Context: an optimization exercise on an open-source flow, tuned for small area. The choices shown serve that exercise and are no tape-out recipe. Only simulation tests tie the RTL to the original design; equivalence was not proved. In every run shown here, the design's own scripts or RTL, not TritonCTS, make the clock network. No driver is modelled on the clock port, so clock power and skew are understated where the tree is cut down; a real chip needs a root buffer or a tree. No activity file was given, so power comes from the tool's default toggle rates.

==> design/flow/design.v <==
module ALU(input [7:0] operand_1,
           input [7:0] operand_2,
           input [3:0] opcode,
           input z_in,
           input cy_in,
           input sign_in,
           input rst,
           output z_flag,
           output cy_flag,
           output sign_flag,
           output [7:0] alu_out);
  wire [7:0] a = operand_1;
  wire [7:0] b = operand_2;
  wire op0 = opcode[0];
  wire op1 = opcode[1];
  wire op2 = opcode[2];
  wire op3 = opcode[3];
  wire nsub_f;
  wire sub;
  wire op0b;
  hd_buf_1 u_op0b(.A(op0), .X(op0b));
  hd_a21oi_1 u_sub(.A1(op0), .A2(op2), .B1(op1), .Y(nsub_f));
  hd_inv_2 u_subb(.A(nsub_f), .Y(sub));
  wire g_pr;
  wire g_arith;
  wire g_logic;
  wire g_k;
  hd_nor2b_1 u_gpr(.A(rst), .B_N(op2), .Y(g_pr));
  hd_nor2b_1 u_ga(.A(op1), .B_N(g_pr), .Y(g_arith));
  hd_and2_1 u_gl(.A(op1), .B(g_pr), .X(g_logic));
  hd_nor2_1 u_gk(.A(op2), .B(rst), .Y(g_k));
  wire [7:0] d;
  wire [8:0] c;
  hd_xor2_1 u_d0(.A(a[0]), .B(b[0]), .X(d[0]));
  wire na0;
  hd_inv_1 u_na0(.A(a[0]), .Y(na0));
  hd_mux2i_1 u_c1(.A0(nsub_f), .A1(na0), .S(b[0]), .Y(c[1]));
  wire bb1;
  hd_xnor2_1 u_bb1(.A(b[1]), .B(nsub_f), .Y(bb1));
  hd_fa_1 u_fa1(.A(a[1]), .B(bb1), .CIN(c[1]), .COUT(c[2]), .SUM(d[1]));
  wire bb2;
  hd_xor2_1 u_bb2(.A(b[2]), .B(sub), .X(bb2));
  hd_fa_1 u_fa2(.A(a[2]), .B(bb2), .CIN(c[2]), .COUT(c[3]), .SUM(d[2]));
  wire bb3;
  hd_xor2_1 u_bb3(.A(b[3]), .B(sub), .X(bb3));
  hd_fa_1 u_fa3(.A(a[3]), .B(bb3), .CIN(c[3]), .COUT(c[4]), .SUM(d[3]));
  wire bb4;
  hd_xor2_1 u_bb4(.A(b[4]), .B(sub), .X(bb4));
  hd_fa_1 u_fa4(.A(a[4]), .B(bb4), .CIN(c[4]), .COUT(c[5]), .SUM(d[4]));
  wire bb5;
  hd_xor2_1 u_bb5(.A(b[5]), .B(sub), .X(bb5));
  hd_fa_1 u_fa5(.A(a[5]), .B(bb5), .CIN(c[5]), .COUT(c[6]), .SUM(d[5]));
  wire bb6;
  wire p6;
  hd_xor2_1 u_bb6(.A(b[6]), .B(sub), .X(bb6));
  hd_xor2_1 u_p6(.A(a[6]), .B(bb6), .X(p6));
  hd_mux2i_1 u_k6(.A0(bb6), .A1(c[6]), .S(p6), .Y(c[7]));
  hd_xor2_1 u_s6(.A(p6), .B(c[6]), .X(d[6]));
  wire bb7;
  wire p7;
  hd_xnor2_1 u_bb7(.A(b[7]), .B(sub), .Y(bb7));
  hd_xnor2_1 u_p7(.A(a[7]), .B(bb7), .Y(p7));
  hd_mux2i_1 u_k7(.A0(bb7), .A1(c[7]), .S(p7), .Y(c[8]));
  hd_xnor2_1 u_s7(.A(p7), .B(c[7]), .Y(d[7]));
  wire ncout;
  wire cout;
  assign cout = c[8];                    
  hd_inv_2 u_ncout(.A(c[8]), .Y(ncout));
  wire no2;
  wire o3;
  wire no4;
  wire o5;
  wire no6;
  wire o7;
  hd_nor2_1 u_o2(.A(d[0]), .B(d[1]), .Y(no2));
  hd_nand2b_1 u_o3(.A_N(d[2]), .B(no2), .Y(o3));
  hd_nor2_1 u_o4(.A(o3), .B(d[3]), .Y(no4));
  hd_nand2b_1 u_o5(.A_N(d[4]), .B(no4), .Y(o5));
  hd_nor2_1 u_o6(.A(o5), .B(d[5]), .Y(no6));
  hd_nand2b_1 u_o7(.A_N(d[6]), .B(no6), .Y(o7));
  wire ca;
  wire za;
  hd_nor2_1 u_ca(.A(ncout), .B(sub), .Y(ca));
  hd_nor3_1 u_za(.A(o7), .B(d[7]), .C(ca), .Y(za));
  wire zp;
  hd_nor2_1 u_zp(.A(o7), .B(d[7]), .Y(zp));
  wire [7:1] e;
  hd_xor2_1 u_e1(.A(d[1]), .B(d[0]), .X(e[1]));
  hd_xnor2_1 u_e2(.A(d[2]), .B(no2), .Y(e[2]));
  hd_xor2_1 u_e3(.A(d[3]), .B(o3), .X(e[3]));
  hd_xnor2_1 u_e4(.A(d[4]), .B(no4), .Y(e[4]));
  hd_xor2_1 u_e5(.A(d[5]), .B(o5), .X(e[5]));
  hd_xnor2_1 u_e6(.A(d[6]), .B(no6), .Y(e[6]));
  hd_xor2_1 u_e7(.A(d[7]), .B(o7), .X(e[7]));
  wire ngs;
  wire g_neg;
  wire g_pos;
  hd_nand2_1 u_ngs(.A(g_arith), .B(op0b), .Y(ngs));
  hd_nor2_1 u_gneg(.A(ngs), .B(cout), .Y(g_neg));
  hd_o21a_1 u_gpos(.A1(ngs), .A2(cout), .B1(g_arith), .X(g_pos));
  wire [7:0] nr;
  wire [7:0] nl;
  hd_nand2_1 u_r0(.A(d[0]), .B(g_arith), .Y(nr[0]));
  hd_a221oi_1 u_r1(.A1(g_pos), .A2(d[1]), .B1(g_neg), .B2(e[1]), .C1(g_k), .Y(nr[1]));
  hd_a22oi_1 u_r2(.A1(g_pos), .A2(d[2]), .B1(g_neg), .B2(e[2]), .Y(nr[2]));
  hd_a221oi_1 u_r3(.A1(g_pos), .A2(d[3]), .B1(g_neg), .B2(e[3]), .C1(g_k), .Y(nr[3]));
  hd_a22oi_1 u_r4(.A1(g_pos), .A2(d[4]), .B1(g_neg), .B2(e[4]), .Y(nr[4]));
  hd_a22oi_1 u_r5(.A1(g_pos), .A2(d[5]), .B1(g_neg), .B2(e[5]), .Y(nr[5]));
  hd_a221oi_1 u_r6(.A1(g_pos), .A2(d[6]), .B1(g_neg), .B2(e[6]), .C1(g_k), .Y(nr[6]));
  hd_a22oi_1 u_r7(.A1(g_pos), .A2(d[7]), .B1(g_neg), .B2(e[7]), .Y(nr[7]));
  hd_o211ai_1 u_l0(.A1(b[0]), .A2(op0b), .B1(a[0]), .C1(g_logic), .Y(nl[0]));
  hd_o211ai_1 u_l1(.A1(b[1]), .A2(op0b), .B1(a[1]), .C1(g_logic), .Y(nl[1]));
  hd_o211ai_1 u_l2(.A1(b[2]), .A2(op0b), .B1(a[2]), .C1(g_logic), .Y(nl[2]));
  hd_o211ai_1 u_l3(.A1(b[3]), .A2(op0b), .B1(a[3]), .C1(g_logic), .Y(nl[3]));
  hd_o211ai_1 u_l4(.A1(b[4]), .A2(op0b), .B1(a[4]), .C1(g_logic), .Y(nl[4]));
  hd_o211ai_1 u_l5(.A1(b[5]), .A2(op0b), .B1(a[5]), .C1(g_logic), .Y(nl[5]));
  hd_o211ai_1 u_l6(.A1(b[6]), .A2(op0b), .B1(a[6]), .C1(g_logic), .Y(nl[6]));
  hd_o211ai_1 u_l7(.A1(b[7]), .A2(op0b), .B1(a[7]), .C1(g_logic), .Y(nl[7]));
  hd_nand2_1 u_y0(.A(nr[0]), .B(nl[0]), .Y(alu_out[0]));
  hd_nand2_1 u_y1(.A(nr[1]), .B(nl[1]), .Y(alu_out[1]));
  hd_nand2_1 u_y2(.A(nr[2]), .B(nl[2]), .Y(alu_out[2]));
  hd_nand2_1 u_y3(.A(nr[3]), .B(nl[3]), .Y(alu_out[3]));
  hd_nand2_1 u_y4(.A(nr[4]), .B(nl[4]), .Y(alu_out[4]));
  hd_nand2_1 u_y5(.A(nr[5]), .B(nl[5]), .Y(alu_out[5]));
  hd_nand2_1 u_y6(.A(nr[6]), .B(nl[6]), .Y(alu_out[6]));
  hd_nand2_1 u_y7(.A(nr[7]), .B(nl[7]), .Y(alu_out[7]));
  wire nz_lo;
  wire nz_hi;
  wire and_zero;
  hd_nand4_1 u_az0(.A(nl[0]), .B(nl[1]), .C(nl[2]), .D(nl[3]), .Y(nz_lo));
  hd_nand4_1 u_az1(.A(nl[4]), .B(nl[5]), .C(nl[6]), .D(nl[7]), .Y(nz_hi));
  hd_nor2_1 u_az(.A(nz_lo), .B(nz_hi), .Y(and_zero));
  wire nsc;
  wire scnz;
  hd_nand2_1 u_nsc(.A(g_pr), .B(op0b), .Y(nsc));
  hd_nor2_1 u_scnz(.A(zp), .B(nsc), .Y(scnz));
  wire nadd;
  wire t_add;
  wire x_cy;
  hd_nand2b_1 u_nadd(.A_N(op0b), .B(g_arith), .Y(nadd));
  hd_nor2_1 u_tadd(.A(cout), .B(nadd), .Y(t_add));
  hd_mux2i_1 u_xcy(.A0(cy_in), .A1(ncout), .S(scnz), .Y(x_cy));
  hd_a211oi_1 u_cy(.A1(nadd), .A2(x_cy), .B1(rst), .C1(t_add), .Y(cy_flag));
  wire upd_s;
  wire w_s;
  hd_nor2_1 u_upds(.A(ngs), .B(zp), .Y(upd_s));
  hd_nor2_1 u_ws(.A(sign_in), .B(upd_s), .Y(w_s));
  hd_a211oi_1 u_s(.A1(cout), .A2(upd_s), .B1(rst), .C1(w_s), .Y(sign_flag));
  wire t8b;
  wire nzk;
  hd_and3_1 u_t8b(.A(g_k), .B(op3), .C(za), .X(t8b));
  hd_a211oi_1 u_nzk(.A1(g_logic), .A2(and_zero), .B1(z_in), .C1(t8b), .Y(nzk));
  hd_a211oi_1 u_z(.A1(nsc), .A2(nzk), .B1(rst), .C1(scnz), .Y(z_flag));
endmodule
module hd_a211oi_1(input A1, input A2, input B1, input C1, output Y);
  assign Y = ~((A1 & A2) | B1 | C1);
endmodule
module hd_a21oi_1(input A1, input A2, input B1, output Y);
  assign Y = ~((A1 & A2) | B1);
endmodule
module hd_a221oi_1(input A1, input A2, input B1, input B2, input C1, output Y);
  assign Y = ~((A1 & A2) | (B1 & B2) | C1);
endmodule
module hd_a22oi_1(input A1, input A2, input B1, input B2, output Y);
  assign Y = ~((A1 & A2) | (B1 & B2));
endmodule
module hd_and2_1(input A, input B, output X);
  assign X = A & B;
endmodule
module hd_and3_1(input A, input B, input C, output X);
  assign X = A & B & C;
endmodule
module hd_buf_1(input A, output X);
  assign X = A;
endmodule
module hd_fa_1(input A, input B, input CIN, output COUT, output SUM);
  assign SUM = A ^ B ^ CIN;
  assign COUT = (A & B) | (CIN & (A ^ B));
endmodule
module hd_inv_1(input A, output Y);
  assign Y = ~A;
endmodule
module hd_inv_2(input A, output Y);
  assign Y = ~A;
endmodule
module hd_mux2i_1(input A0, input A1, input S, output Y);
  assign Y = ~(S ? A1 : A0);
endmodule
module hd_nand2_1(input A, input B, output Y);
  assign Y = ~(A & B);
endmodule
module hd_nand2b_1(input A_N, input B, output Y);
  assign Y = ~(~A_N & B);
endmodule
module hd_nand4_1(input A, input B, input C, input D, output Y);
  assign Y = ~(A & B & C & D);
endmodule
module hd_nor2_1(input A, input B, output Y);
  assign Y = ~(A | B);
endmodule
module hd_nor2b_1(input A, input B_N, output Y);
  assign Y = ~(A | ~B_N);
endmodule
module hd_nor3_1(input A, input B, input C, output Y);
  assign Y = ~(A | B | C);
endmodule
module hd_o211ai_1(input A1, input A2, input B1, input C1, output Y);
  assign Y = ~((A1 | A2) & B1 & C1);
endmodule
module hd_o21a_1(input A1, input A2, input B1, output X);
  assign X = (A1 | A2) & B1;
endmodule
module hd_xnor2_1(input A, input B, output Y);
  assign Y = ~(A ^ B);
endmodule
module hd_xor2_1(input A, input B, output X);
  assign X = A ^ B;
endmodule
module alu8(input clk,
            input rst,
            input [7:0] operand_1,
            input [7:0] operand_2,
            input [3:0] opcode,
            output reg [7:0] alu_out,
            output reg z_flag,
            output reg cy_flag,
            output reg sign_flag);
  wire [7:0] result;
  wire z_next, cy_next, sign_next;
  ALU a1(operand_1, operand_2, opcode, z_flag, cy_flag, sign_flag, rst,
         z_next, cy_next, sign_next, result);
  always @(posedge clk) begin
    alu_out   <= result;
    z_flag    <= z_next;
    cy_flag   <= cy_next;
    sign_flag <= sign_next;
  end
endmodule
==> design/flow/flow/run.sh <==
#!/bin/bash
# Own layout flow: the standard ORFS flow (standard.sh) with
#  * our own synthesis script (flow/synth.tcl),
#  * port buffers of the smallest buffer cell (buf_1) instead of ORFS's pick,
#  * two clock buffers for the 11 registers instead of CTS's tree
#    (flow/cts_post.tcl, run at the end of ORFS's CTS step).
# Each tool's output goes to ORFS's own logs under orfs/logs; make's output
# to flow_make.log.
set -euo pipefail
W=$(pwd)
export OWN_FLOW_DIR=$W/flow
export OWN_CLOCK_BUFFER=sky130_fd_sc_hd__buf_2
export OWN_CLOCK_BUFFERS=2
bash standard.sh \
  SYNTH_SCRIPT=$W/flow/synth.tcl \
  "BUFFER_PORTS_ARGS=-buffer_cell sky130_fd_sc_hd__buf_1" \
  POST_CTS_TCL=$W/flow/cts_post.tcl SKIP_CTS_REPAIR_TIMING=1 SKIP_INCREMENTAL_REPAIR=1 \
  finish > $W/flow_make.log 2>&1
==> design/flow/flow/abc_1.script <==
strash; dch -f; amap
==> design/flow/flow/abc_2.script <==
strash; dch; amap
==> design/flow/flow/abc_3.script <==
strash; balance; rewrite; refactor; balance; rewrite -z; dch -f; amap
==> design/flow/flow/abc_4.script <==
strash; dch -f; map -a
==> design/flow/flow/cts_post.tcl <==
# Runs at the end of ORFS's CTS step (POST_CTS_TCL). The design has only a
# few registers, so CTS's H-tree (a root buffer, leaf buffers and a dummy
# load) is replaced by OWN_CLOCK_BUFFERS buffers of cell OWN_CLOCK_BUFFER,
# each driving the clock pins of a group of nearby registers, all fed
# straight from the clock port.
set db [ord::get_db]
set block [ord::get_db_block]
set clk_net [[$block findBTerm clk] getNet]
set cell $::env(OWN_CLOCK_BUFFER)
set nbuf $::env(OWN_CLOCK_BUFFERS)

# remove the clock buffers and dummy loads CTS inserted
foreach inst [$block getInsts] {
  set name [$inst getName]
  if { [string match clkbuf_* $name] || [string match clkload* $name] } {
    set nets {}
    foreach it [$inst getITerms] {
      set n [$it getNet]
      if { $n != "NULL" && $n != $clk_net } { lappend nets $n }
    }
    puts "own cts: removing $name ([[$inst getMaster] getName])"
    odb::dbInst_destroy $inst
    foreach n [lsort -unique $nets] {
      if { [llength [$n getITerms]] == 0 && [llength [$n getBTerms]] == 0 } {
        odb::dbNet_destroy $n
      }
    }
  }
}

# the registers' clock pins, with their positions
set sinks {}
foreach inst [$block getInsts] {
  set m [[$inst getMaster] getName]
  if { [string match sky130_fd_sc_hd__df* $m] } {
    set bb [$inst getBBox]
    lappend sinks [list [$inst findITerm CLK] \
      [expr { ([$bb xMin] + [$bb xMax]) / 2 }] [expr { ([$bb yMin] + [$bb yMax]) / 2 }]]
  }
}
puts "own cts: [llength $sinks] registers, $nbuf buffers"

# groups of nearly equal size: the registers sorted along the direction in
# which they spread most, cut into OWN_CLOCK_BUFFERS consecutive runs
set xs {}
set ys {}
foreach s $sinks { lappend xs [lindex $s 1]; lappend ys [lindex $s 2] }
set spanx [expr { [tcl::mathfunc::max {*}$xs] - [tcl::mathfunc::min {*}$xs] }]
set spany [expr { [tcl::mathfunc::max {*}$ys] - [tcl::mathfunc::min {*}$ys] }]
set axis [expr { $spanx >= $spany ? 1 : 2 }]
set sorted [lsort -integer -index $axis $sinks]
set n [llength $sorted]
set groups {}
set cent {}
for {set k 0} {$k < $nbuf} {incr k} {
  set lo [expr { ($k * $n) / $nbuf }]
  set hi [expr { (($k + 1) * $n) / $nbuf - 1 }]
  set grp [lrange $sorted $lo $hi]
  set sx 0
  set sy 0
  foreach s $grp { set sx [expr { $sx + [lindex $s 1] }]; set sy [expr { $sy + [lindex $s 2] }] }
  lappend groups $grp
  lappend cent [list [expr { $sx / [llength $grp] }] [expr { $sy / [llength $grp] }]]
}

set k 0
foreach grp $groups c $cent {
  if { [llength $grp] == 0 } continue
  set buf [odb::dbInst_create $block [$db findMaster $cell] clkbuf_regs_$k]
  set net [odb::dbNet_create $block clknet_regs_$k]
  $net setSigType CLOCK
  [$buf findITerm A] connect $clk_net
  [$buf findITerm X] connect $net
  foreach s $grp {
    set it [lindex $s 0]
    $it disconnect
    $it connect $net
  }
  $buf setLocation [lindex $c 0] [lindex $c 1]
  $buf setPlacementStatus PLACED
  puts "own cts: buffer $k drives [llength $grp] registers"
  incr k
}
detailed_placement
check_placement -verbose
estimate_parasitics -placement
report_clock_skew
report_checks -path_delay min_max
==> design/flow/flow/synth.tcl <==
# Own synthesis. It follows ORFS's synthesis (synth_recipe.tcl: synth.tcl with
# -nofsm -noshare, then flatten and rename) with two changes:
#  * every instance of a module hd_<cell> in the RTL becomes the standard cell
#    sky130_fd_sc_hd__<cell>, whose function the module describes;
#  * no adder extraction, and ABC maps the remaining logic with area scripts
#    (flow/abc_*.script); the smallest result is kept.
yosys -import
source $::env(SCRIPTS_DIR)/synth_preamble.tcl
read_checkpoint $::env(RESULTS_DIR)/1_1_yosys_canonicalize.rtlil
hierarchy -check -top $::env(DESIGN_NAME)

# hd_<cell> modules -> library cells
foreach m [tee -q -s result.string select -list-mod hd_*] {
  set cell sky130_fd_sc_hd__[string range $m 3 end]
  chtype -map $m $cell
  delete $m
}
hierarchy -check -top $::env(DESIGN_NAME)

synth -nofsm -noshare -flatten -top $::env(DESIGN_NAME) -run :fine
synth -nofsm -noshare -top $::env(DESIGN_NAME) -run fine:
chformal -remove
delete t:\$print
yosys rename -wire
opt -purge
dfflibmap {*}$lib_args {*}$lib_dont_use_args
opt
setundef -zero

# map the rest with each script; keep the smallest
set best ""
set best_area 1e30
foreach script [lsort [glob $::env(OWN_FLOW_DIR)/abc_*.script]] {
  design -push-copy
  abc -script $script {*}$lib_args {*}$lib_dont_use_args
  opt_clean -purge
  tee -q -o $::env(OBJECTS_DIR)/own_stat.txt stat {*}$lib_args
  set fh [open $::env(OBJECTS_DIR)/own_stat.txt]
  set txt [read $fh]
  close $fh
  regexp {Chip area for module [^:]*: ([0-9.]+)} $txt -> area
  puts "OWN: $script area $area"
  if { $area < $best_area } {
    set best_area $area
    set best $script
  }
  design -pop
}
puts "OWN: using $best ($best_area)"
abc -script $best {*}$lib_args {*}$lib_dont_use_args

splitnets
opt_clean -purge
hilomap -singleton -hicell {*}$::env(TIEHI_CELL_AND_PORT) -locell {*}$::env(TIELO_CELL_AND_PORT)
insbuf -buf {*}$::env(MIN_BUF_CELL_AND_PORTS)
tee -o $::env(REPORTS_DIR)/synth_stat.txt stat {*}$lib_args
check -assert -mapped

# left out here: clear keep_hierarchy, flatten, clean up, hide names made inside functions, write 1_2_yosys.v
exec cp $::env(SDC_FILE) $::env(RESULTS_DIR)/1_synth.sdc
==> design/flow/standard.sh <==
#!/bin/bash
# synth_recipe.tcl (not shown) runs the flow's synth.tcl, then flattens the netlist and writes it again
# the make line also repeats each setting of config.mk as NAME=value (left out here)
make -C /OpenROAD-flow-scripts/flow DESIGN_CONFIG=/design/flow/config.mk WORK_HOME=/design/flow/orfs CLKGATE_MAP_FILE= SYNTH_SCRIPT=/design/flow/synth_recipe.tcl "${@:-finish}"
==> design/flow/config.mk <==
export PLATFORM = sky130hd
export DESIGN_NAME = alu8
export DESIGN_NICKNAME = alu8
export VERILOG_FILES = /design/flow/design.v
export SDC_FILE = /design/flow/constraint.sdc
export NUM_CORES = 8
export LEC_CHECK = 0
export CAP_MARGIN = 20
export CORE_AREA = 2 2 59 59
export DIE_AREA = 0 0 61 61
export GPL_TIMING_DRIVEN = 0
export SLEW_MARGIN = 20
==> design/flow/constraint.sdc <==
create_clock -name core_clock -period 5.0 [get_ports {clk}]
set_input_delay 1.0000 -clock core_clock [delete_from_list [all_inputs] [get_ports {clk}]]
set_output_delay 1.0000 -clock core_clock [all_outputs]
set_load 0.01 [all_outputs]
==> parameters.txt, run 1 <==
Parameter                              Value

GRT
  Pin count of the biggest net entering global routing    12
  Initial antenna violation count    0
  Total gr overflow    0
  First-pass GRT wire length    3284 µm
  Global-route total usage across every layer    11.73%
  Via count of the first global-routing pass    770

Floorplanning
  Initial core utilization    27.76%
  Number of placement rows    20
  Placeable Area    3078 µm²
  Die width    61 µm
  Floorplan die area    3721 µm²
  Count of boundary I/O pins    33
  Y dimension of the die    61 µm

Synth
  Async S/R FF share, synth    0%
  Area share of the largest cell type after synthesis    25.77%
  Largest area contributor in the netlist    sky130_fd_sc_hd__dfxtp_1
  Cell Area, Synth    854.6 µm²
  Syn avg cell area    8.720 µm²
  Synthesized netlist net count    125
  Number of synthesis warnings    1
  EDFF count, synth    0
  Cells taking the most area after synthesis    sky130_fd_sc_hd__dfxtp_1 (26%), sky130_fd_sc_hd__xor2_1 (12%), sky130_fd_sc_hd__fa_1 (12%)
  Post-synthesis sequential area ratio    25.77%
  Count of different cell masters after synthesis    22
  Flip-flop and latch count after synthesis    11
  Primary FF master, synth    sky130_fd_sc_hd__dfxtp_1
  Instance count of the mapped netlist    98

STA
  Max-slew headroom    67.46%
  Worst hold slack across all endpoints    0.4940 ns
  Number of hold violations in the final report    0
  Setup TNS Final    0 ns
  Final period demand of the worst path    4.703 ns
  Maximum clock frequency    212.6 MHz
  Final clock period utilization by the worst path    94.06%
  Worst Skew    0 ns
  Actual slew at the worst max-slew pin    0.4745 ns
  Total setup violations reported at the end of the flow    0
  Final WS setup    0.2971 ns
  Max-slew violation total from the final report    0

Cells and area
  Filler Cells Inserted    340
  Final core occ    33.78%
  Layout-stage area growth over the synthesis result    21.67%
  Count of nets after finishing    163
  Share of final-layout standard cells stronger than drive strength 1    3.030%
  Antenna cells    0

Critical path
  Arrival time of data at the critical path endpoint    4.73 ns
  Register-to-register setup slack    4.26 ns
  Worst EP required    5.02 ns
  Nature of the critical path startpoint    input port
  Critical path peak fanout    7
  Worst setup path category    input port to flop
  Type of destination of the critical path    flop

Route
  Overall via count from detail_route    823
  Length of the first detailed-routing pass in iterations    3
  Wirelength, routed    2032 µm
  DRC violations left    0
  Remaining antenna violation count after routing    0
  DRT iter0 DRCs    22
  Routed wire length per instance    11.55 µm
  Via density per instance    4.676

Place
  Port bufs    32
  Placer congestion estimate    0.7752
  Pre-CTS setup slack    0.07514 ns
  Post-DP HPWL    1728 µm

Clock network
  Clock latency on the worst-skew pair    0.13 ns
  Clock transition time at the flip-flop clock pins of the worst setup and hold paths    0.10 ns
  Clock sink total    11

Run
  Max-cap violation count    0

Run status
  Run status    finished clean

Worst hold path
  Worst Hold Class    flop to flop

Pwr
  Peak supply drop    0.07841 mV
  Pwr Total    257.1 µW
  Leakage power total    0.0003898 µW
  Power per Cell Area    247.3 nW/µm²
-- stage by stage --
step / area [µm²] / std cells
floorplan: 854.6 / 98
detailed placement: 1030 / 174
global placement: 1030 / 174
global route: 1040 / 176
finish: 1040 / 176
-- path summary, 6_finish.rpt --
path / startpoint / to / cells past startpoint
worst max register to register: cy_flag / cy_flag / 2
worst min-delay path: sign_flag / sign_flag / 2
worst max-delay path: opcode[2] / alu_out[6] / 13
worst min register to register: sign_flag / sign_flag / 2
-- power by group --
part | switching (µW) | leakage [µW] | total [µW] | internal, µW
clock | 24.9 | 0.00000787 | 36.4 | 11.4
combinational | 70.1 | 0.000291 | 122 | 52.3
sequential | 2.46 | 0.0000907 | 98.4 | 96.0
total | 97.5 | 0.000390 | 257 | 160
-- worst max-delay path, cell delays in order --
cell                       delay [ns]
sky130_fd_sc_hd__buf_1           0.10
sky130_fd_sc_hd__a21oi_1         0.31
sky130_fd_sc_hd__xnor2_1         0.14
sky130_fd_sc_hd__fa_1            0.42
sky130_fd_sc_hd__fa_1            0.39
sky130_fd_sc_hd__fa_1            0.39
sky130_fd_sc_hd__fa_1            0.39
sky130_fd_sc_hd__fa_1            0.41
sky130_fd_sc_hd__mux2i_1         0.25
sky130_fd_sc_hd__mux2i_1         0.23
sky130_fd_sc_hd__o21a_1          0.32
sky130_fd_sc_hd__a221oi_1        0.29
sky130_fd_sc_hd__nand2_1         0.08
-- cell families (layout without fill, tap and decap cells) --
family / Yosys count / in the layout / share of synthesized area (%)
and+or+nand+nor: 34 / 34 / 18.01
AOI/OAI and AO/OA: 21 / 21 / 18.60
xor gates and xnor gates: 19 / 19 / 19.47
DFF: 11 / 11 / 25.77
adders and majority gates: 5 / 5 / 11.71
muxes: 4 / 4 / 4.685
buffers and inverters: 4 / 38 / 1.756
-- per-layer routing --
metal	wire length, µm	track usage, %	vias up
met5	0	0	-
met4	21	2.795	0
met3	92	1.706	2
met2	937	20.12	22
met1	981	15.54	379
li1	-	-	420
-- sequential cells by signal (all words and copies together) (netlist names) --
signal and count:
alu_out 8, cy_flag 1, sign_flag 1, z_flag 1
-- area by class of cell --
| cell class | instances | area, µm² | share of cell area (%) |
|---|---|---|---|
| buffer | 3 | 13.76 | 1.324 |
| timing repair buffer | 32 | 120.1 | 11.55 |
| inverter | 3 | 11.26 | 1.083 |
| tap | 44 | 55.05 | 5.295 |
| multi-input combinational | 83 | 619.3 | 59.57 |
| sequential | 11 | 220.2 | 21.18 |
-- synthesized netlist by cell type, drive strengths merged (2+ instances only) --
| library cell | count |
|---|---|
| a211oi | 4 |
| a221oi | 3 |
| a22oi | 4 |
| dfxtp | 11 |
| fa | 5 |
| inv | 3 |
| mux2i | 4 |
| nand2 | 11 |
| nand2b | 4 |
| nand4 | 2 |
| nor2 | 12 |
| nor2b | 2 |
| o211ai | 8 |
| xnor2 | 7 |
| xor2 | 12 |
-- layout by cell type, fill, tap and decap left out, drive strengths merged --
master	synthesis	routed
fa	5	5
a22oi	4	4
a21oi	1	1
buf	1	35
o211ai	8	8
nor2b	2	2
nand2b	4	4
o21a	1	1
and3	1	1
nor3	1	1
nor2	12	12
mux2i	4	4
xnor2	7	7
nand4	2	2
a221oi	3	3
and2	1	1
xor2	12	12
inv	3	3
a211oi	4	4
dfxtp	11	11
nand2	11	11
==> run 2: changes to the inputs <==
--- a/design/flow/design.v
+++ b/design/flow/design.v
@@ -86,11 +86,11 @@
   hd_nor2_1 u_zp(.A(o7), .B(d[7]), .Y(zp));
   wire [7:1] e;
-  hd_xor2_1 u_e1(.A(d[1]), .B(d[0]), .X(e[1]));
+  hd_a21oi_1 u_e1(.A1(d[1]), .A2(d[0]), .B1(no2), .Y(e[1]));
   hd_xnor2_1 u_e2(.A(d[2]), .B(no2), .Y(e[2]));
-  hd_xor2_1 u_e3(.A(d[3]), .B(o3), .X(e[3]));
+  hd_a21oi_1 u_e3(.A1(d[3]), .A2(o3), .B1(no4), .Y(e[3]));
   hd_xnor2_1 u_e4(.A(d[4]), .B(no4), .Y(e[4]));
-  hd_xor2_1 u_e5(.A(d[5]), .B(o5), .X(e[5]));
+  hd_a21oi_1 u_e5(.A1(d[5]), .A2(o5), .B1(no6), .Y(e[5]));
   hd_xnor2_1 u_e6(.A(d[6]), .B(no6), .Y(e[6]));
-  hd_xor2_1 u_e7(.A(d[7]), .B(o7), .X(e[7]));
+  hd_a21oi_1 u_e7(.A1(d[7]), .A2(o7), .B1(zp), .Y(e[7]));
   wire ngs;
   wire g_neg;
@@ -130,5 +130,5 @@
   hd_nand4_1 u_az0(.A(nl[0]), .B(nl[1]), .C(nl[2]), .D(nl[3]), .Y(nz_lo));
   hd_nand4_1 u_az1(.A(nl[4]), .B(nl[5]), .C(nl[6]), .D(nl[7]), .Y(nz_hi));
-  hd_nor2_1 u_az(.A(nz_lo), .B(nz_hi), .Y(and_zero));
+  hd_nor3b_1 u_az(.A(nz_lo), .B(nz_hi), .C_N(g_logic), .Y(and_zero));
   wire nsc;
   wire scnz;
@@ -147,8 +147,6 @@
   hd_nor2_1 u_ws(.A(sign_in), .B(upd_s), .Y(w_s));
   hd_a211oi_1 u_s(.A1(cout), .A2(upd_s), .B1(rst), .C1(w_s), .Y(sign_flag));
-  wire t8b;
   wire nzk;
-  hd_and3_1 u_t8b(.A(g_k), .B(op3), .C(za), .X(t8b));
-  hd_a211oi_1 u_nzk(.A1(g_logic), .A2(and_zero), .B1(z_in), .C1(t8b), .Y(nzk));
+  hd_a311oi_1 u_nzk(.A1(g_k), .A2(op3), .A3(za), .B1(z_in), .C1(and_zero), .Y(nzk));
   hd_a211oi_1 u_z(.A1(nsc), .A2(nzk), .B1(rst), .C1(scnz), .Y(z_flag));
 endmodule
@@ -165,9 +163,9 @@
   assign Y = ~((A1 & A2) | (B1 & B2));
 endmodule
+module hd_a311oi_1(input A1, input A2, input A3, input B1, input C1, output Y);
+  assign Y = ~((A1 & A2 & A3) | B1 | C1);
+endmodule
 module hd_and2_1(input A, input B, output X);
   assign X = A & B;
-endmodule
-module hd_and3_1(input A, input B, input C, output X);
-  assign X = A & B & C;
 endmodule
 module hd_buf_1(input A, output X);
@@ -204,4 +202,7 @@
 module hd_nor3_1(input A, input B, input C, output Y);
   assign Y = ~(A | B | C);
+endmodule
+module hd_nor3b_1(input A, input B, input C_N, output Y);
+  assign Y = ~(A | B | ~C_N);
 endmodule
 module hd_o211ai_1(input A1, input A2, input B1, input C1, output Y);
==> parameters.txt, run 2 <==
Parameter                              Value

GRT
  Global-route total usage across every layer    10.55% (was 11.73%)
  Total gr overflow    0 (unchanged)
  Initial antenna violation count    0 (unchanged)
  Pin count of the biggest net entering global routing    12 (unchanged)
  Via count of the first global-routing pass    750 (was 770)
  First-pass GRT wire length    3036 µm (was 3284 µm)

Critical path
  Type of destination of the critical path    flop (unchanged)
  Arrival time of data at the critical path endpoint    4.79 ns (was 4.73 ns)
  Reg2reg start    z_flag (was cy_flag)
  Number of buffer and inverter stages on the critical path    1 (unchanged)
  Nature of the critical path startpoint    input port (unchanged)
  Cell type group with the largest total delay on the critical path    adder cells (unchanged)
  Depth of the most critical reg-to-reg path    2 (unchanged)
  Register-to-register setup slack    4.23 ns (was 4.26 ns)
  Slowest stage cell on the critical path    sky130_fd_sc_hd__fa_1 (unchanged)
  Worst setup path category    input port to flop (unchanged)
  Most prevalent standard cell on the critical path    sky130_fd_sc_hd__fa_1 (unchanged)
  CP Cell Sequence    buf_1 > a21oi_1 > xnor2_1 > fa_1 > fa_1 > fa_1 > fa_1 > fa_1 > mux2i_1 > mux2i_1 > o21a_1 > a221oi_1 > nand2_1 (unchanged)
  Critical path peak fanout    7 (unchanged)
  R2r endpoint    z_flag (was cy_flag)
  Maximum cell stage delay along the critical path    0.42 ns (about the same)
  Worst EP required    5.01 ns (was 5.02 ns)

Place
  Placed cells    173 (was 174)
  Port bufs    32 (unchanged)
  Standard cell area after detailed placement    1013 µm² (was 1030 µm²)
  Post-DP HPWL    1699 µm (was 1728 µm)
  Pre-CTS setup slack    0.04584 ns (was 0.07514 ns)
  Placer congestion estimate    0.8626 (was 0.7752)

STA
  Worst Skew    0 ns (unchanged)
  Final clock period utilization by the worst path    95.59% (was 94.06%)
  Setup TNS Final    0 ns (unchanged)
  Max-slew headroom    66.14% (was 67.46%)
  Number of hold violations in the final report    0 (unchanged)
  Final period demand of the worst path    4.780 ns (was 4.703 ns)
  Final WS setup    0.2204 ns (was 0.2971 ns)
  Actual slew at the worst max-slew pin    0.5079 ns (was 0.4745 ns)
  Max-slew violation total from the final report    0 (unchanged)
  Maximum clock frequency    209.2 MHz (was 212.6 MHz)
  Total setup violations reported at the end of the flow    0 (unchanged)

Route
  DRT iter0 DRCs    21 (was 22)
  Overall via count from detail_route    813 (was 823)
  Routed wire length per instance    11.56 µm (was 11.55 µm)
  Wirelength, routed    2023 µm (was 2032 µm)
  Length of the first detailed-routing pass in iterations    4 (was 3)
  Remaining antenna violation count after routing    0 (unchanged)
  DRC violations left    0 (unchanged)
  Via density per instance    4.646 (was 4.676)

Synth
  Largest area contributor in the netlist    sky130_fd_sc_hd__dfxtp_1 (unchanged)
  Post-synthesis sequential area ratio    26.27% (was 25.77%)
  Number of synthesis warnings    1 (unchanged)
  Syn avg cell area    8.642 µm² (was 8.720 µm²)
  Flip-flop and latch count after synthesis    11 (unchanged)
  Instance count of the mapped netlist    97 (was 98)
  Cells taking the most area after synthesis    sky130_fd_sc_hd__dfxtp_1 (26%), sky130_fd_sc_hd__fa_1 (12%), sky130_fd_sc_hd__xor2_1 (8.4%) (was sky130_fd_sc_hd__dfxtp_1 (26%), sky130_fd_sc_hd__xor2_1 (12%), sky130_fd_sc_hd__fa_1 (12%))
  Count of different cell masters after synthesis    23 (was 22)
  Primary FF master, synth    sky130_fd_sc_hd__dfxtp_1 (unchanged)
  Cell Area, Synth    838.3 µm² (was 854.6 µm²)
  Async S/R FF share, synth    0% (unchanged)
  Area share of the largest cell type after synthesis    26.27% (was 25.77%)
  Most used standard cells in the synthesized netlist    sky130_fd_sc_hd__dfxtp_1 (11), sky130_fd_sc_hd__nand2_1 (11), sky130_fd_sc_hd__nor2_1 (11) (was sky130_fd_sc_hd__nor2_1 (12), sky130_fd_sc_hd__xor2_1 (12), sky130_fd_sc_hd__dfxtp_1 (11), sky130_fd_sc_hd__nand2_1 (11), sky130_fd_sc_hd__o211ai_1 (8))
  Synthesized netlist net count    124 (was 125)
  EDFF count, synth    0 (unchanged)

Pwr
  Power per Cell Area    243.5 nW/µm² (was 247.3 nW/µm²)
  Leakage power total    0.0003768 µW (was 0.0003898 µW)
  Peak supply drop    0.06272 mV (was 0.07841 mV)

Worst hold path
  Worst Hold Class    flop to flop (unchanged)
  End of the worst hold path    sign_flag (unchanged)
  Count of cells along the worst hold path    2 (unchanged)
  Critical hold path startpoint    sign_flag (unchanged)

Run
  Max-cap violation count    0 (unchanged)

Floorplanning
  Placeable Area    3078 µm² (unchanged)
  Initial core utilization    27.24% (was 27.76%)
  Number of placement rows    20 (unchanged)
  Count of boundary I/O pins    33 (unchanged)
  Die width    61 µm (unchanged)
  Floorplan die area    3721 µm² (unchanged)
  Y dimension of the die    61 µm (unchanged)

Run status
  Run status    finished clean (unchanged)

Cells and area
  Antenna cells    0 (unchanged)
  Commonest non-fill, non-tap cell in the layout    sky130_fd_sc_hd__buf_1 (unchanged)
  Layout-stage area growth over the synthesis result    22.09% (was 21.67%)
  Count of nets after finishing    162 (was 163)
  Flip-flop count of the largest register after layout    8 (unchanged)
  Register with the most flip-flops    alu_out (unchanged)
  Non-filler instance count after layout    175 (was 176)
  Post-Layout Inst Area    1023 µm² (was 1040 µm²)
  Most frequent cells in the layout    sky130_fd_sc_hd__buf_1 (33), sky130_fd_sc_hd__nor2_1 (11), sky130_fd_sc_hd__nand2_1 (11), sky130_fd_sc_hd__dfxtp_1 (11) (was sky130_fd_sc_hd__buf_1 (33), sky130_fd_sc_hd__nor2_1 (12), sky130_fd_sc_hd__xor2_1 (12))
  Share of final-layout standard cells stronger than drive strength 1    3.053% (was 3.030%)
  Final core occ    33.25% (was 33.78%)

Clock network
  Clock latency on the worst-skew pair    0.13 ns (about the same)
  Clock sink total    11 (unchanged)
  Clock transition time at the flip-flop clock pins of the worst setup and hold paths    0.09 ns (was 0.10 ns)
[run 2: changes by cell type in the layout (fill, tap and decap cells not counted), sizes merged]
cell	change
nor3b	+1
xor2	-4
a211oi	-1
and3	-1
nor2	-1
a311oi	+1
a21oi	+4
[run 2: worst max-delay path by stage]
stage	depth (start not counted)	slack (ns)	to	from
floorplan	12	0.60	alu_out[1]	opcode[2]
finish	13	0.22	alu_out[6]	opcode[2]
global route	13	-0.05	alu_out[3]	opcode[2]
global placement	13	0.17	alu_out[3]	opcode[2]
detailed placement	13	0.05	alu_out[6]	opcode[2]
[run 2: worst reg2reg max path: stages (launching register included)]
cell and delay [ns]:
sky130_fd_sc_hd__dfxtp_1 0.33, sky130_fd_sc_hd__a311oi_1 0.23, sky130_fd_sc_hd__a211oi_1 0.10
[run 2: cell type report]
type                            count  area [µm²]
Inverter                            3       11.26
Timing Repair Buffer               32       120.1
Fill cell                         362        2054
Multi-Input combinational cell     82       603.1
Sequential cell                    11       220.2
Tap cell                           44       55.05
Buffer                              3       13.76
[run 2: stage by stage]
stage | hold WS (ns) | power, µW
finish | 0.5051 | 249.3
detailed placement | 0.4928 | 219.5
global route | 0.5249 | 264.7
global placement | 0.4818 | 214.3
floorplan | 0.5112 | 187.4
[run 2: where the power goes]
| part | internal, µW | leakage, µW | switching, µW | total (µW) |
|---|---|---|---|---|
| sequential | 95.9 | 0.0000907 | 2.16 | 98.1 |
| clock | 11.4 | 0.00000787 | 21.2 | 32.6 |
| combinational | 50.4 | 0.000278 | 68.2 | 119 |
| total | 158 | 0.000377 | 91.5 | 249 |
[run 2: cell families after synthesis]
| logic type | count (synthesis) | synth area share [%] |
|---|---|---|
| buffers and inverters | 4 | 1.791 |
| XOR/XNOR | 15 | 15.67 |
| multiplexers | 4 | 4.776 |
| AND/OR/NAND/NOR | 33 | 18.06 |
| AO/OA/AOI/OAI | 25 | 21.49 |
| adder cells (fa/ha/maj) | 5 | 11.94 |
| flip-flops | 11 | 26.27 |
[run 2: layer usage]
| metal | global-route usage (%) | wire length (µm) |
|---|---|---|
| met3 | 0.2132 | 113 |
| met5 | 0 | 0 |
| met2 | 18.28 | 923 |
| met1 | 14.51 | 986 |
| met4 | 2.795 | 0 |
==> run 3: changes to the inputs <==
--- a/design/flow/design.v
+++ b/design/flow/design.v
@@ -30,4 +30,6 @@
   hd_and2_1 u_gl(.A(op1), .B(g_pr), .X(g_logic));
   hd_nor2_1 u_gk(.A(op2), .B(rst), .Y(g_k));
+  wire ng_k;
+  hd_inv_1 u_ngk(.A(g_k), .Y(ng_k));
   wire [7:0] d;
   wire [8:0] c;
@@ -52,19 +54,16 @@
   hd_fa_1 u_fa5(.A(a[5]), .B(bb5), .CIN(c[5]), .COUT(c[6]), .SUM(d[5]));
   wire bb6;
-  wire p6;
   hd_xor2_1 u_bb6(.A(b[6]), .B(sub), .X(bb6));
-  hd_xor2_1 u_p6(.A(a[6]), .B(bb6), .X(p6));
-  hd_mux2i_1 u_k6(.A0(bb6), .A1(c[6]), .S(p6), .Y(c[7]));
-  hd_xor2_1 u_s6(.A(p6), .B(c[6]), .X(d[6]));
+  hd_fa_1 u_fa6(.A(a[6]), .B(bb6), .CIN(c[6]), .COUT(c[7]), .SUM(d[6]));
   wire bb7;
   wire p7;
-  hd_xnor2_1 u_bb7(.A(b[7]), .B(sub), .Y(bb7));
-  hd_xnor2_1 u_p7(.A(a[7]), .B(bb7), .Y(p7));
+  hd_xor2_1 u_bb7(.A(b[7]), .B(sub), .X(bb7));
+  hd_xor2_1 u_p7(.A(a[7]), .B(bb7), .X(p7));
   hd_mux2i_1 u_k7(.A0(bb7), .A1(c[7]), .S(p7), .Y(c[8]));
-  hd_xnor2_1 u_s7(.A(p7), .B(c[7]), .Y(d[7]));
+  hd_xor2_1 u_s7(.A(p7), .B(c[7]), .X(d[7]));
   wire ncout;
   wire cout;
-  assign cout = c[8];                    
-  hd_inv_2 u_ncout(.A(c[8]), .Y(ncout));
+  assign ncout = c[8];                   
+  hd_inv_2 u_cout(.A(ncout), .Y(cout));
   wire no2;
   wire o3;
@@ -102,10 +101,10 @@
   wire [7:0] nl;
   hd_nand2_1 u_r0(.A(d[0]), .B(g_arith), .Y(nr[0]));
-  hd_a221oi_1 u_r1(.A1(g_pos), .A2(d[1]), .B1(g_neg), .B2(e[1]), .C1(g_k), .Y(nr[1]));
+  hd_a22oi_1 u_r1(.A1(g_pos), .A2(d[1]), .B1(g_neg), .B2(e[1]), .Y(nr[1]));
   hd_a22oi_1 u_r2(.A1(g_pos), .A2(d[2]), .B1(g_neg), .B2(e[2]), .Y(nr[2]));
-  hd_a221oi_1 u_r3(.A1(g_pos), .A2(d[3]), .B1(g_neg), .B2(e[3]), .C1(g_k), .Y(nr[3]));
+  hd_a22oi_1 u_r3(.A1(g_pos), .A2(d[3]), .B1(g_neg), .B2(e[3]), .Y(nr[3]));
   hd_a22oi_1 u_r4(.A1(g_pos), .A2(d[4]), .B1(g_neg), .B2(e[4]), .Y(nr[4]));
   hd_a22oi_1 u_r5(.A1(g_pos), .A2(d[5]), .B1(g_neg), .B2(e[5]), .Y(nr[5]));
-  hd_a221oi_1 u_r6(.A1(g_pos), .A2(d[6]), .B1(g_neg), .B2(e[6]), .C1(g_k), .Y(nr[6]));
+  hd_a22oi_1 u_r6(.A1(g_pos), .A2(d[6]), .B1(g_neg), .B2(e[6]), .Y(nr[6]));
   hd_a22oi_1 u_r7(.A1(g_pos), .A2(d[7]), .B1(g_neg), .B2(e[7]), .Y(nr[7]));
   hd_o211ai_1 u_l0(.A1(b[0]), .A2(op0b), .B1(a[0]), .C1(g_logic), .Y(nl[0]));
@@ -118,10 +117,10 @@
   hd_o211ai_1 u_l7(.A1(b[7]), .A2(op0b), .B1(a[7]), .C1(g_logic), .Y(nl[7]));
   hd_nand2_1 u_y0(.A(nr[0]), .B(nl[0]), .Y(alu_out[0]));
-  hd_nand2_1 u_y1(.A(nr[1]), .B(nl[1]), .Y(alu_out[1]));
+  hd_nand3_1 u_y1(.A(nr[1]), .B(nl[1]), .C(ng_k), .Y(alu_out[1]));
   hd_nand2_1 u_y2(.A(nr[2]), .B(nl[2]), .Y(alu_out[2]));
-  hd_nand2_1 u_y3(.A(nr[3]), .B(nl[3]), .Y(alu_out[3]));
+  hd_nand3_1 u_y3(.A(nr[3]), .B(nl[3]), .C(ng_k), .Y(alu_out[3]));
   hd_nand2_1 u_y4(.A(nr[4]), .B(nl[4]), .Y(alu_out[4]));
   hd_nand2_1 u_y5(.A(nr[5]), .B(nl[5]), .Y(alu_out[5]));
-  hd_nand2_1 u_y6(.A(nr[6]), .B(nl[6]), .Y(alu_out[6]));
+  hd_nand3_1 u_y6(.A(nr[6]), .B(nl[6]), .C(ng_k), .Y(alu_out[6]));
   hd_nand2_1 u_y7(.A(nr[7]), .B(nl[7]), .Y(alu_out[7]));
   wire nz_lo;
@@ -157,7 +156,4 @@
   assign Y = ~((A1 & A2) | B1);
 endmodule
-module hd_a221oi_1(input A1, input A2, input B1, input B2, input C1, output Y);
-  assign Y = ~((A1 & A2) | (B1 & B2) | C1);
-endmodule
 module hd_a22oi_1(input A1, input A2, input B1, input B2, output Y);
   assign Y = ~((A1 & A2) | (B1 & B2));
@@ -190,4 +186,7 @@
 module hd_nand2b_1(input A_N, input B, output Y);
   assign Y = ~(~A_N & B);
+endmodule
+module hd_nand3_1(input A, input B, input C, output Y);
+  assign Y = ~(A & B & C);
 endmodule
 module hd_nand4_1(input A, input B, input C, input D, output Y);
==> parameters.txt, run 3 <==
Parameter                              Value

STA
  Final period demand of the worst path    4.907 ns (was 4.780 ns)
  Total setup violations reported at the end of the flow    0 (unchanged)
  Max-slew headroom    64.70% (was 66.14%)
  Maximum clock frequency    203.8 MHz (was 209.2 MHz)
  Worst Skew    0 ns (unchanged)
  Setup TNS Final    0 ns (unchanged)
  Actual slew at the worst max-slew pin    0.5294 ns (was 0.5079 ns)
  Max-slew violation total from the final report    0 (unchanged)
  Final clock period utilization by the worst path    98.14% (was 95.59%)
  Final WS setup    0.09287 ns (was 0.2204 ns)
  Number of hold violations in the final report    0 (unchanged)

Pwr
  Combinational share of power    45.6% (was 47.6%)
  Clock share of power    14.5% (was 13.1%)
  Peak supply drop    0.05765 mV (was 0.06272 mV)
  Pwr Total    245.3 µW (was 249.3 µW)
  Design internal power    154.9 µW (was 157.8 µW)
  Leakage power total    0.0003750 µW (was 0.0003768 µW)
  Power per Cell Area    240.6 nW/µm² (was 243.5 nW/µm²)
  Sequential share of power    39.9% (was 39.4%)
  Net switching fraction of the power    36.87% (was 36.71%)
  Switching power of the nets    90.44 µW (was 91.50 µW)

Critical path
  Worst EP required    5.08 ns (was 5.01 ns)
  Cell type group with the largest total delay on the critical path    adder cells (unchanged)
  Type of destination of the critical path    flop (unchanged)
  Worst setup path category    input port to flop (unchanged)
  Critical path peak fanout    7 (unchanged)
  Maximum cell stage delay along the critical path    0.42 ns (about the same)
  Number of buffer and inverter stages on the critical path    2 (was 1)
  CP Cell Sequence    buf_1 > a21oi_1 > xnor2_1 > fa_1 > fa_1 > fa_1 > fa_1 > fa_1 > fa_1 > mux2i_1 > inv_2 > nor2_1 > a22oi_1 > nand3_1 (was buf_1 > a21oi_1 > xnor2_1 > fa_1 > fa_1 > fa_1 > fa_1 > fa_1 > mux2i_1 > mux2i_1 > o21a_1 > a221oi_1 > nand2_1)
  Arrival time of data at the critical path endpoint    4.98 ns (was 4.79 ns)
  Most prevalent standard cell on the critical path    sky130_fd_sc_hd__fa_1 (unchanged)
  Slowest stage cell on the critical path    sky130_fd_sc_hd__fa_1 (unchanged)
  Nature of the critical path startpoint    input port (unchanged)

Cells and area
  Commonest non-fill, non-tap cell in the layout    sky130_fd_sc_hd__buf_1 (unchanged)
  Count of nets after finishing    162 (unchanged)
  Filler Cells Inserted    331 (was 362)
  Layout-stage area growth over the synthesis result    22.19% (was 22.09%)
  Antenna cells    0 (unchanged)
  Register with the most flip-flops    alu_out (unchanged)
  Most frequent cells in the layout    sky130_fd_sc_hd__buf_1 (33), sky130_fd_sc_hd__nor2_1 (11), sky130_fd_sc_hd__dfxtp_1 (11) (was sky130_fd_sc_hd__buf_1 (33), sky130_fd_sc_hd__nor2_1 (11), sky130_fd_sc_hd__nand2_1 (11), sky130_fd_sc_hd__dfxtp_1 (11))
  Flip-flop count of the largest register after layout    8 (unchanged)
  Final core occ    33.13% (was 33.25%)
  Share of final-layout standard cells stronger than drive strength 1    3.077% (was 3.053%)

Clock network
  Clock sink total    11 (unchanged)
  Clock latency on the worst-skew pair    0.13 ns (about the same)
  Clock transition time at the flip-flop clock pins of the worst setup and hold paths    0.10 ns (was 0.09 ns)

Synth
  Number of synthesis warnings    1 (unchanged)
  Cells taking the most area after synthesis    sky130_fd_sc_hd__dfxtp_1 (26%), sky130_fd_sc_hd__fa_1 (14%), sky130_fd_sc_hd__xor2_1 (9.4%) (was sky130_fd_sc_hd__dfxtp_1 (26%), sky130_fd_sc_hd__fa_1 (12%), sky130_fd_sc_hd__xor2_1 (8.4%))
  Flip-flop and latch count after synthesis    11 (unchanged)
  EDFF count, synth    0 (unchanged)
  Primary FF master, synth    sky130_fd_sc_hd__dfxtp_1 (unchanged)
  Share of synthesized area spent on multiplexers    3.598% (was 4.776%)
  Cell Area, Synth    834.6 µm² (was 838.3 µm²)
  Complex-gate fraction of the synthesized area    21.14% (was 21.49%)
  Post-synthesis sequential area ratio    26.39% (was 26.27%)
  XOR/XNOR Fraction of Synth Area    13.64% (was 15.67%)
  Async S/R FF share, synth    0% (unchanged)
  Largest area contributor in the netlist    sky130_fd_sc_hd__dfxtp_1 (unchanged)
  Post-Synth Adder-Cell Area    14.39% (was 11.94%)
  Area share of the largest cell type after synthesis    26.39% (was 26.27%)
  Instance count of the mapped netlist    96 (was 97)
  Syn avg cell area    8.693 µm² (was 8.642 µm²)
  Synthesized netlist net count    124 (unchanged)
  Dominant combinational cell family by area after synthesis    compound AO/OA/AOI/OAI gates (unchanged)
  Most used standard cells in the synthesized netlist    sky130_fd_sc_hd__dfxtp_1 (11), sky130_fd_sc_hd__nor2_1 (11), sky130_fd_sc_hd__xor2_1 (9) (was sky130_fd_sc_hd__dfxtp_1 (11), sky130_fd_sc_hd__nand2_1 (11), sky130_fd_sc_hd__nor2_1 (11))
  Count of different cell masters after synthesis    23 (unchanged)
  Post-Synth Simple-Gate Area    18.59% (was 18.06%)

Run
  Max-cap violation count    0 (unchanged)

GRT
  Global routing met3 resource utilization    1.706% (was 0.2132%)
  Global routing met1 resource utilization    14.40% (was 14.51%)
  First-pass GRT wire length    3270 µm (was 3036 µm)
  Initial antenna violation count    0 (unchanged)
  Pin count of the biggest net entering global routing    12 (unchanged)
  Global-route total usage across every layer    11.65% (was 10.55%)
  Met2 track demand over resource    21.20% (was 18.28%)
  Via count of the first global-routing pass    793 (was 750)
  Total gr overflow    0 (unchanged)
  Layer with the highest usage after global routing    met2 (unchanged)

Route
  DRT iter0 DRCs    17 (was 21)
  Routed wire length per instance    12.03 µm (was 11.56 µm)
  Via density per instance    4.632 (was 4.646)
  Length of the first detailed-routing pass in iterations    4 (unchanged)
  Remaining antenna violation count after routing    0 (unchanged)
  DRC violations left    0 (unchanged)
  Overall via count from detail_route    806 (was 813)
  Wirelength, routed    2094 µm (was 2023 µm)

Floorplanning
  Count of boundary I/O pins    33 (unchanged)
  Placeable Area    3078 µm² (unchanged)
  Die width    61 µm (unchanged)
  Y dimension of the die    61 µm (unchanged)
  Number of placement rows    20 (unchanged)
  Floorplan die area    3721 µm² (unchanged)
  Initial core utilization    27.11% (was 27.24%)

Place
  Placer congestion estimate    0.7703 (was 0.8626)
  Post-DP HPWL    1665 µm (was 1699 µm)
  Pre-CTS setup slack    -0.05891 ns (was 0.04584 ns)
  Port bufs    32 (unchanged)

Run status
  Run status    finished clean (unchanged)

Worst hold path
  Worst Hold Class    flop to flop (unchanged)
-- run 3: cells by family after synthesis --
family / count (synthesis)
and+or+nand+nor: 33
AOI/OAI and AO/OA: 25
xor gates and xnor gates: 13
DFF: 11
adders and majority gates: 6
buffers and inverters: 5
muxes: 3
-- run 3: path summary, 6_finish.rpt --
path	end	from	cells past startpoint	slack, ns
setup / recovery	alu_out[3]	opcode[2]	14	0.09
hold / removal	sign_flag	sign_flag	2	0.50
setup reg to reg	z_flag	z_flag	2	4.22
hold reg to reg	sign_flag	sign_flag	2	0.50
-- run 3: metrics by stage --
step,hold slack [ns],cells,instance area (µm²)
final,0.4959,174,1020
after global routing,0.5688,174,1020
after detailed placement,0.4891,172,1010
after global placement,0.4874,172,1010
after floorplan,0.5112,96,834.6
-- run 3: tightest hold or removal path, stage by stage (launching register included) --
cell,delay [ns]
sky130_fd_sc_hd__dfxtp_1,0.32
sky130_fd_sc_hd__nor2_1,0.09
sky130_fd_sc_hd__a211oi_1,0.04
-- run 3: power by group through the flow --
stage,Combinational [µW],Sequential (µW),Clock [µW]
after floorplan,77.8,105,0
after detailed placement,112,100,0
after global placement,109,99.9,0
after global routing,127,98.7,39.5
final,112,97.9,35.5
-- run 3: area by class of cell --
type / instances / area, µm² / area share, %
timing repair buffer: 32 / 120.1 / 11.78
buffer: 3 / 13.76 / 1.350
inverter: 4 / 15.01 / 1.472
sequential: 11 / 220.2 / 21.60
multi-input combinational: 80 / 595.6 / 58.40
tap: 44 / 55.05 / 5.399
-- run 3: metal layers --
metal	routed length, µm	vias up
li1	-	411
met4	0	0
met2	1072	16
met5	0	-
met3	85	0
met1	937	379
==> run 4: changes to the inputs <==
--- a/design/flow/flow/run.sh
+++ b/design/flow/flow/run.sh
@@ -3,5 +3,5 @@
 #  * our own synthesis script (flow/synth.tcl),
 #  * port buffers of the smallest buffer cell (buf_1) instead of ORFS's pick,
-#  * two clock buffers for the 11 registers instead of CTS's tree
+#  * one clock buffer for the 11 registers instead of CTS's tree
 #    (flow/cts_post.tcl, run at the end of ORFS's CTS step).
 # Each tool's output goes to ORFS's own logs under orfs/logs; make's output
@@ -10,6 +10,6 @@
 W=$(pwd)
 export OWN_FLOW_DIR=$W/flow
-export OWN_CLOCK_BUFFER=sky130_fd_sc_hd__buf_2
-export OWN_CLOCK_BUFFERS=2
+export OWN_CLOCK_BUFFER=sky130_fd_sc_hd__buf_4
+export OWN_CLOCK_BUFFERS=1
 bash standard.sh \
   SYNTH_SCRIPT=$W/flow/synth.tcl \
==> parameters.txt, run 4 <==
Parameter                              Value

Critical path
  Worst EP required    5.09 ns (was 5.08 ns)
  Nature of the critical path startpoint    input port (unchanged)
  Type of destination of the critical path    flop (unchanged)
  Reg2reg start    z_flag (unchanged)
  Worst setup path category    input port to flop (unchanged)
  Depth of the most critical reg-to-reg path    2 (unchanged)
  Register-to-register setup slack    4.23 ns (was 4.22 ns)
  Arrival time of data at the critical path endpoint    4.99 ns (was 4.98 ns)
  R2r endpoint    z_flag (unchanged)
  Critical path peak fanout    7 (unchanged)

Pwr
  Power per Cell Area    240.0 nW/µm² (was 240.6 nW/µm²)
  Combinational share of power    45.8% (was 45.6%)
  Clock share of power    14.1% (was 14.5%)
  Pwr Total    244.1 µW (was 245.3 µW)
  Net switching fraction of the power    36.88% (was 36.87%)
  Sequential share of power    40.1% (was 39.9%)
  Peak supply drop    0.08974 mV (was 0.05765 mV)
  Design internal power    154.1 µW (was 154.9 µW)
  Switching power of the nets    90.01 µW (was 90.44 µW)
  Leakage power total    0.0003719 µW (was 0.0003750 µW)

STA
  Maximum clock frequency    204.0 MHz (was 203.8 MHz)
  Max-slew violation total from the final report    0 (unchanged)
  Final clock period utilization by the worst path    98.02% (was 98.14%)
  Number of hold violations in the final report    0 (unchanged)
  Worst Skew    0 ns (unchanged)
  Final period demand of the worst path    4.901 ns (was 4.907 ns)
  Actual slew at the worst max-slew pin    0.5020 ns (was 0.5294 ns)
  Max-slew headroom    66.41% (was 64.70%)
  Total setup violations reported at the end of the flow    0 (unchanged)

Worst hold path
  End of the worst hold path    sign_flag (unchanged)
  Critical hold path startpoint    sign_flag (unchanged)
  Count of cells along the worst hold path    2 (unchanged)
  Worst Hold Class    flop to flop (unchanged)

Synth
  Synthesized netlist net count    124 (unchanged)
  Primary FF master, synth    sky130_fd_sc_hd__dfxtp_1 (unchanged)
  Number of synthesis warnings    1 (unchanged)
  Count of different cell masters after synthesis    23 (unchanged)
  Cell Area, Synth    834.6 µm² (unchanged)
  Syn avg cell area    8.693 µm² (unchanged)
  Largest area contributor in the netlist    sky130_fd_sc_hd__dfxtp_1 (unchanged)
  Flip-flop and latch count after synthesis    11 (unchanged)
  Instance count of the mapped netlist    96 (unchanged)
  Async S/R FF share, synth    0% (unchanged)
  Cells taking the most area after synthesis    sky130_fd_sc_hd__dfxtp_1 (26%), sky130_fd_sc_hd__fa_1 (14%), sky130_fd_sc_hd__xor2_1 (9.4%) (unchanged)
  Post-synthesis sequential area ratio    26.39% (unchanged)
  Area share of the largest cell type after synthesis    26.39% (unchanged)
  Most used standard cells in the synthesized netlist    sky130_fd_sc_hd__dfxtp_1 (11), sky130_fd_sc_hd__nor2_1 (11), sky130_fd_sc_hd__xor2_1 (9) (unchanged)
  EDFF count, synth    0 (unchanged)

Place
  Placer congestion estimate    0.7703 (unchanged)
  Post-DP HPWL    1665 µm (unchanged)
  Port bufs    32 (unchanged)

GRT
  Pin count of the biggest net entering global routing    12 (unchanged)
  Layer with the highest usage after global routing    met2 (unchanged)
  Global routing met3 resource utilization    1.066% (was 1.706%)
  Total gr overflow    0 (unchanged)
  Met2 track demand over resource    21.51% (was 21.20%)
  Global routing met1 resource utilization    14.27% (was 14.40%)
  First-pass GRT wire length    3263 µm (was 3270 µm)
  Global-route total usage across every layer    11.30% (was 11.65%)
  Via count of the first global-routing pass    791 (was 793)
  Initial antenna violation count    0 (unchanged)

Route
  Via density per instance    4.809 (was 4.632)
  Overall via count from detail_route    832 (was 806)
  DRC violations left    0 (unchanged)
  Remaining antenna violation count after routing    0 (unchanged)
  Routed wire length per instance    11.95 µm (was 12.03 µm)
  Length of the first detailed-routing pass in iterations    4 (unchanged)
  Wirelength, routed    2068 µm (was 2094 µm)
  DRT iter0 DRCs    33 (was 17)

Cells and area
  Count of nets after finishing    161 (was 162)
  Most frequent cells in the layout    sky130_fd_sc_hd__buf_1 (33), sky130_fd_sc_hd__nor2_1 (11), sky130_fd_sc_hd__dfxtp_1 (11) (unchanged)
  Share of final-layout standard cells stronger than drive strength 1    2.326% (was 3.077%)
  Register with the most flip-flops    alu_out (unchanged)
  Final core occ    33.05% (was 33.13%)
  Commonest non-fill, non-tap cell in the layout    sky130_fd_sc_hd__buf_1 (unchanged)
  Filler Cells Inserted    331 (unchanged)
  Layout-stage area growth over the synthesis result    21.89% (was 22.19%)
  Flip-flop count of the largest register after layout    8 (unchanged)
  Antenna cells    0 (unchanged)

Floorplanning
  Floorplan die area    3721 µm² (unchanged)
  Initial core utilization    27.11% (unchanged)
  Placeable Area    3078 µm² (unchanged)
  Die width    61 µm (unchanged)
  Y dimension of the die    61 µm (unchanged)
  Number of placement rows    20 (unchanged)
  Count of boundary I/O pins    33 (unchanged)

Clock network
  Clock latency on the worst-skew pair    0.14 ns (was 0.13 ns)
  Clock transition time at the flip-flop clock pins of the worst setup and hold paths    0.11 ns (was 0.10 ns)
  Clock sink total    11 (unchanged)

Run
  Max-cap violation count    0 (unchanged)

Run status
  Run status    finished clean (unchanged)
run 4: changes by cell type in the layout (fill, tap and decap cells not counted), sizes merged:
cell	delta
buf	-1
run 4: cell families after synthesis:
family | after synthesis | share of synthesized area [%]
compound gates | 25 | 21.14
xor+xnor | 13 | 13.64
fa+ha+maj | 6 | 14.39
buf+inv | 5 | 2.249
flops | 11 | 26.39
mux | 3 | 3.598
simple gates | 33 | 18.59
run 4: through the flow:
stage | worst slack, ns | setup TNS (ns) | instance area, µm² | std cells | hold WS, ns
finish | 0.09884 | 0 | 1017 | 173 | 0.4974
detailed placement | -0.05891 | -0.2642 | 1010 | 172 | 0.4891
floorplan | 0.3784 | 0 | 834.6 | 96 | 0.5112
global placement | -0.09579 | -0.4925 | 1010 | 172 | 0.4874
global route | -0.1458 | -0.7259 | 1017 | 173 | 0.5703
run 4: critical path, cell delays in order:
cell	delay (ns)
sky130_fd_sc_hd__buf_1	0.10
sky130_fd_sc_hd__a21oi_1	0.31
sky130_fd_sc_hd__xnor2_1	0.15
sky130_fd_sc_hd__fa_1	0.42
sky130_fd_sc_hd__fa_1	0.38
sky130_fd_sc_hd__fa_1	0.39
sky130_fd_sc_hd__fa_1	0.39
sky130_fd_sc_hd__fa_1	0.39
sky130_fd_sc_hd__fa_1	0.41
sky130_fd_sc_hd__mux2i_1	0.31
sky130_fd_sc_hd__inv_2	0.09
sky130_fd_sc_hd__nor2_1	0.41
sky130_fd_sc_hd__a22oi_1	0.13
sky130_fd_sc_hd__nand3_1	0.11
run 4: layout make-up:
cell class                 instances  area [µm²]  share of cell area, %
multi-input combinational         80       595.6                  58.55
tap                               44       55.05                  5.412
buffer                             2       11.26                  1.107
sequential                        11       220.2                  21.65
timing repair buffer              32       120.1                  11.81
inverter                           4       15.01                  1.476
run 4: power by group through the flow:
stage	clock network, µW	registers (µW)	logic (µW)
2_1_floorplan	0	105	77.8
3_3_place_gp	0	99.9	109
6_report	34.4	97.9	112
5_1_grt	38.6	98.7	127
3_5_place_dp	0	100	112
run 4: layer usage:
metal | part of all wire [%] | up-vias
met2 | 50 | 31
met5 | 0 | -
met4 | 0.77 | 0
li1 | - | 407
met1 | 42 | 392
met3 | 6.9 | 2
run 4: worst max path at each step:
stage                   start          to  slack [ns]  depth (start not counted)
floorplan           opcode[2]     cy_flag        0.38                         13
global route        opcode[2]  alu_out[3]       -0.15                         14
finish              opcode[2]  alu_out[3]         0.1                         14
detailed placement  opcode[2]  alu_out[3]       -0.06                         14
global placement    opcode[2]  alu_out[3]        -0.1                         14

[port drivers added, routing unchanged]
The flow's constraints put no driver on any port. The routed layouts listed below were extracted and timed again, unchanged, in two steps.
Step 1 (the two cells are an assumption about what drives the block):
set clk [get_ports {clk}]
set_driving_cell -lib_cell sky130_fd_sc_hd__clkbuf_16 $clk
set_driving_cell -lib_cell sky130_fd_sc_hd__buf_2 [delete_from_list [all_inputs] $clk]
Step 2, shift: input delay + t, output delay - t, t = (earliest + latest rising clock arrival at the registers) / 2. This alone moves slack from input paths to output paths.
Slacks: ideal ports / drivers / drivers and shift; pairs: ideal ports / drivers.
run | shift t [ns] | slack for setup (ns) | worst register clock-pin slew, ns
run 1 | 0.157 | 0.297 / 0.299 / 0.142 | 0.10 / 0.10
run 2 | 0.144 | 0.220 / 0.219 / 0.075 | 0.09 / 0.09
run 3 | 0.154 | 0.093 / 0.096 / -0.058 | 0.10 / 0.10
run 4 | 0.165 | 0.099 / 0.098 / -0.067 | 0.11 / 0.11
Met with ideal ports but missed after step 2: setup timing in run 3 and run 4. The setup slack of run 4, which loses most, moves by -0.001 ns with the drivers and by -0.166 ns with both steps.
